From an optimization exercise on the open Yosys and OpenROAD flow, aimed at small area and a short achievable clock period; shortcuts taken in it are not production practice.
Function was not checked in any run shown here: the RTL went through the layout flow alone.

## flow/design.v (module list and top-level ports; edited modules follow where they fit)
// module pipelined_array_multiplier: 1817 lines
// module mul_fa: 10 lines
// module mul_bpp: 10 lines
// module mul_ha: 9 lines
// module mul_xnor: 7 lines
// module mul_or: 7 lines
module pipelined_array_multiplier (
    input  logic        clk_i,
    input  logic        clk_en_i,
    input  logic        rst_n_i,
    input  logic [31:0] multiplicand_i,
    input  logic [31:0] multiplier_i,
    input  logic        data_valid_i,
    output logic [63:0] product_o,
    output logic        data_valid_o
);
  // ...
==> flow/run.sh <==
#!/bin/bash
# synth_recipe.tcl (not shown) runs the flow's synth.tcl, then flattens the netlist and writes it again
# the make line also repeats each setting of config.mk as NAME=value (left out here)
make -C /OpenROAD-flow-scripts/flow DESIGN_CONFIG=/design/flow/config.mk WORK_HOME=/design/flow/orfs CLKGATE_MAP_FILE= SYNTH_SCRIPT=/design/flow/synth_recipe.tcl finish
==> flow/config.mk <==
export PLATFORM = sky130hd
export DESIGN_NAME = pipelined_array_multiplier
export DESIGN_NICKNAME = pipelined_array_multiplier
export VERILOG_FILES = /design/flow/design.v
export SDC_FILE = /design/flow/constraint.sdc
export NUM_CORES = 4
export LEC_CHECK = 0
export CAP_MARGIN = 20
export CORE_MARGIN = 2
export CORE_UTILIZATION = 40
export SLEW_MARGIN = 20
export SYNTH_HIERARCHICAL = 1
export SYNTH_MINIMUM_KEEP_SIZE = 0
==> flow/constraint.sdc <==
create_clock -name core_clock -period 11.0 [get_ports {clk_i}]
set_input_delay 2.2000 -clock core_clock [delete_from_list [all_inputs] [get_ports {clk_i}]]
set_output_delay 2.2000 -clock core_clock [all_outputs]
set_load 0.01 [all_outputs]
==> impl_results.md, run 1 <==
- Status: finished clean
- DR vias: 24100
- Layout area overhead: 14.9%
- Buffering overhead: 0.0520
- Antenna violations before repair: 1
- Worst setup margin: 4460 ps
- Clk pin slew, worst setup/hold paths: 60 ps
- Largest register FFs: 127
- Crit path from: b_q[29]$_DFFE_PP_
- Clock Skew: 53.1 ps
- Largest family of logic cells by synthesized area: adder cells
- R2R Path Start: b_q[29]$_DFFE_PP_
- Worst Setup End Kind: register
- IO Pins: 133
- HPWL Detailed: 78200 um
- #MultiIn Comb: 2271
- Mapped cell area: 33400 um^2
- Number of non-clock buffers: 217
- Largest net degree at the start of global routing: 152
- CP Depth: 14
- Row Count: 106
- Synth area leader: fa_1
- Seq. cell area: 7720 um^2
- Syn_area_per_cell: 13.0 um^2
- Fin crit period: 6540 ps
- Top delay family on crit path: adder cells
- Yosys top cell area share: 0.278
- Mux contribution to synthesized area: 0.00120
- Critical Path Sink: cs_q[98]$_DFFE_PP_
- CP startpoint kind: register
- GP Congestion: 0.929
- First-pass GRT wire length: 175000 um
- CTS max path bufs: 3
- Max Freq: 153 MHz
- Most common cell after layout, fill and taps aside: xor2_1
- Met3 WL: 9400 um
- DIE WIDTH: 293 um
- CTS tree: built
==> inputs of run 2 (changes only) <==
==> flow/flow/run.sh (new file) <==
#!/bin/bash
# Layout flow: the standard ORFS flow (standard.sh, unchanged synthesis),
# with timing repair asked to leave 7.0 ns of setup slack at the design's
# clock period, so that it sizes and buffers the critical paths.
set -euo pipefail
cd "$(dirname "$0")/.."
bash standard.sh synth > flow_synth.log 2>&1
bash standard.sh SETUP_SLACK_MARGIN=7.0  finish > flow_layout.log 2>&1
==> flow/standard.sh (new file) <==
#!/bin/bash
# synth_recipe.tcl (not shown) runs the flow's synth.tcl, then flattens the netlist and writes it again
# the make line also repeats each setting of config.mk as NAME=value (left out here)
make -C /OpenROAD-flow-scripts/flow DESIGN_CONFIG=/design/flow/config.mk WORK_HOME=/design/flow/orfs CLKGATE_MAP_FILE= SYNTH_SCRIPT=/design/flow/synth_recipe.tcl "${@:-finish}"
removed: flow/run.sh
==> impl_results.md, run 2 <==
- Synth Flop Type: edfxtp_1 (unchanged)
- Syn_area_per_cell: 13.0 um^2 (unchanged)
- Slew Viols, Final: 0 (unchanged)
- Die Area: 85900 um^2 (unchanged)
- Port Buf Inserts: 132 (unchanged)
- Global-route usage over all layers: 0.308 (was 0.275)
- Buf+Inv Stages, Crit Path: 4 (was 3)
- Register area share after synthesis: 0.231 (unchanged)
- GP Congestion: 0.922 (was 0.929)
- Mapped cell area: 33400 um^2 (unchanged)
- Antenna violations before repair: 3 (was 1)
- Warnings from Yosys: 7 (unchanged)
- Final net count: 3716 (was 3427)
- Most flops, register: cs_q (unchanged)
- TNS Setup: 0 ps (unchanged)
- Status: finished clean (unchanged)
- Most common cell after layout, fill and taps aside: a22oi_2 (was xor2_1)
- Mux contribution to synthesized area: 0.00120 (unchanged)
- Crit path DAT: 5270 ps (was 6850 ps)
- Wirelength, routed: 133000 um (was 118000 um)
- Slew Limit Headroom: 0.405 (was 0.245)
- Largest net degree at the start of global routing: 135 (was 152)
- Cells along the critical path: buf_12 -> buf_12 -> or3_4 -> o21ai_4 -> buf_12 -> buf_16 -> a22oi_2 -> xor2_1 -> fa_2 -> fa_2 -> fa_2 -> fa_2 -> fa_1 -> fa_2 -> fa_2 (was buf_4 -> inv_1 -> or3_1 -> o21ai_4 -> buf_4 -> a22oi_2 -> xor2_1 -> fa_1 -> fa_1 -> fa_1 -> fa_1 -> fa_1 -> fa_1 -> fa_1)
- Root Driver: clkbuf_16 (unchanged)
- H-tree depth: 2 (unchanged)
- Critical setup path kind: reg2reg (unchanged)
- Post-synth top cells: 553 x xor2_1, 512 x a22oi_2, 464 x fa_1, 255 x edfxtp_1, 96 x nand2_1 (unchanged)
- Grt ovf: 0 (unchanged)
- CTS max path bufs: 3 (unchanged)
- Largest register FFs: 127 (unchanged)
- # DRC: 0 (unchanged)
- Clock Skew: 40.4 ps (was 53.1 ps)
- Synth Register Bits: 258 (unchanged)
- ANT nets after route: 0 (unchanged)
- Count leader, synth: xor2_1 (unchanged)
- Worst EP required: 11270 ps (was 11310 ps)
- # setup viols final: 0 (unchanged)
- Fin crit period: 5010 ps (was 6540 ps)
- Top delay family on crit path: adder cells (unchanged)
- Largest family of logic cells by synthesized area: adder cells (unchanged)
- HPWL Detailed: 78400 um (was 78200 um)
- CP max FO: 7 (was 32)
- Layout cells sized above 1: 0.417 (was 0.250)
- First DRT Iteration DRCs: 2840 (was 1838)
- Yosys top cell area share: 0.278 (unchanged)
- Row Count: 106 (unchanged)
- Worst hold margin: 516 ps (was 524 ps)
- DRT Pass-1 Iters: 5 (was 7)
- WL/cell: 31.5 um (was 30.0 um)
- Simple-gate area share of the yosys netlist: 0.0424 (unchanged)
- MaxCap Viol Count: 0 (unchanged)
- Vias/cell: 6.22 (was 6.15)
- Gate Count Post-Synth: 2575 (unchanged)
- Netlist cell types: 65 (unchanged)
- Hold Path Class: reg2reg (unchanged)
- Slew at the pin closest to its max-slew limit: 893 ps (was 1130 ps)
- Most frequent cells in the layout: 512 x a22oi_2, 498 x xor2_1, 255 x edfxtp_1 (was 538 x xor2_1, 512 x a22oi_2, 464 x fa_1)
- Post-Synth XOR/XNOR Area: 0.166 (unchanged)
- CTS tree: built (unchanged)
- Synth area leader: fa_1 (unchanged)
- Initial Util: 0.402 (unchanged)
- CP most frequent cell: fa_2 (was fa_1)
- Synth Area in Compound Gates: 0.245 (unchanged)
- Fin. Hold Viols: 0 (unchanged)
- First-pass GRT wire length: 193000 um (was 175000 um)
- Largest regs: cs_q (127), p_q (64) (unchanged)
- DR vias: 26200 (was 24100)
- CTS Hold Bufs: 0 (unchanged)
- CP startpoint kind: register (unchanged)
- Worst Setup End Kind: register (unchanged)
- Layout area overhead: 31.1% (was 14.9%)
- Number of fillers in the final layout: 6923 (was 7451)
- Period Utilization, post-route: 0.455 (was 0.595)
- Clk sinks: 258 (unchanged)
- TritonCTS Buffers: 35 (was 37)
- Clock latency (worst-skew pair): 580 ps (was 590 ps)
- Max Freq: 200 MHz (was 153 MHz)
- Largest cells by area after synthesis: fa_1 28%, edfxtp_1 23%, a22oi_2 19% (unchanged)
- CP max-delay cell: fa_2 (was edfxtp_1)
- Die Span Y: 293 um (unchanged)
- IO Pins: 133 (unchanged)
- FFs w/ async S/R, synth: 0 (unchanged)
- Vias in the first global route: 27500 (was 26100)
- Max incr delay on CP: 480 ps (was 910 ps)
- RSZ-0062 raised after global routing: true (was false)
- Clk pin slew, worst setup/hold paths: 60 ps (about the same)
- R2R setup slack: 5990 ps (was 4460 ps)
- Adder-Cell Fraction of Synth Area: 0.308 (unchanged)
- DIE WIDTH: 293 um (unchanged)
- EDFF count, synth: 255 (unchanged)
- Core area: 83200 um^2 (unchanged)
## run 2: cell families (layout without fill, tap and decap cells)
| kind of cell | Yosys count | count (layout) |
|---|---|---|
| AND/OR/NAND/NOR | 286 | 286 |
| flip-flops | 258 | 258 |
| adder cells (fa/ha/maj) | 543 | 543 |
| AO/OA/AOI/OAI | 789 | 789 |
| buffers and inverters | 61 | 601 |
| multiplexers | 4 | 4 |
| other | 1 | 17 |
| XOR/XNOR | 633 | 633 |
## run 2: worst paths after layout
check                           start             endpoint  cells after the start
setup reg to reg    b_q[27]$_DFFE_PP_  cs_q[101]$_DFFE_PP_                     15
hold reg to reg   v_q[0]$_SDFFE_PN0P_  v_q[1]$_SDFFE_PN0P_                      2
hold / removal    v_q[0]$_SDFFE_PN0P_  v_q[1]$_SDFFE_PN0P_                      2
setup / recovery    b_q[27]$_DFFE_PP_  cs_q[101]$_DFFE_PP_                     15
## run 2: Yosys stat by module (local to each module, per instance)
module                      copies in the design  cells inside  area [um^2]  flip-flops and latches
pipelined_array_multiplier                     1           979        12300                     258
mul_xnor                                      46             1         8.76                       0
mul_bpp                                      512             2         21.3                       0
mul_fa                                       464             1         20.0                       0
mul_ha                                        16             1         12.5                       0
mul_or                                        46             1         6.26                       0
## run 2: routing by layer
metal,share of wire,up-vias,track usage
met5,0,-,0
met4,0.071,0,0.188
li1,-,10600,-
met3,0.11,478,0.0857
met2,0.43,1739,0.456
met1,0.39,13400,0.401
## run 2: area by class of cell
cell class,instances,area (um^2),share of cell area
Clock inverter,23,236,0.00540
Timing Repair Buffer,508,6410,0.146
Antenna cell,1,2.50,0.0000571
Clock buffer,39,912,0.0208
Tap cell,1080,1350,0.0308
Inverter,31,145,0.00331
Sequential cell,258,7720,0.176
Multi-Input combinational cell,2271,27000,0.617
## run 2: per-stage QoR
step	cell area, um^2	cells	setup slack (ps)	util
global placement	37500	3861	4930	0.451
global route	43800	4210	5940	0.527
CTS	42800	4151	6050	0.515
floorplan	33800	2590	3870	-
finish	43800	4211	5990	0.527
detailed placement	37500	3861	4860	0.451
## run 2: worst reg2reg max path: stages (launching register included)
cell and delay (ps):
edfxtp_1 430, buf_12 170, buf_12 130, or3_4 370, o21ai_4 100, buf_12 160
buf_16 160, a22oi_2 80, xor2_1 210, fa_2 400, fa_2 480, fa_2 380
fa_2 350, fa_1 470, fa_2 370, fa_2 450
## run 2: repair_timing
item	4_1_cts	5_1_grt
pin swaps	133	103
gates resized for setup	277	98
setup endpoints to repair	106	192
buffers inserted	181	56
cloned	47	3

[port drivers added, routing unchanged]
The flow's constraints put no driver on any port. The routed layouts listed below were extracted and timed again, unchanged, in two steps.
Step 1 assumes that a clkbuf_16 drives the clock port and a buf_2 every other input.
Step 2 times the ports against the registers' clock, not the clock port: input delays grow and output delays shrink by t, the midpoint of the rising clock arrivals with the driver on.
Three values: ideal, step 1, step 2; two values: the first two.
run | t, ns | slack for setup (ns) | worst register clock-pin slew, ns
run 1 | 0.626 | 4.458 / 4.458 / 4.458 | 0.07 / 0.07
run 2 | 0.623 | 5.994 / 5.994 / 5.994 | 0.07 / 0.07
After both steps every run listed still meets setup and hold.
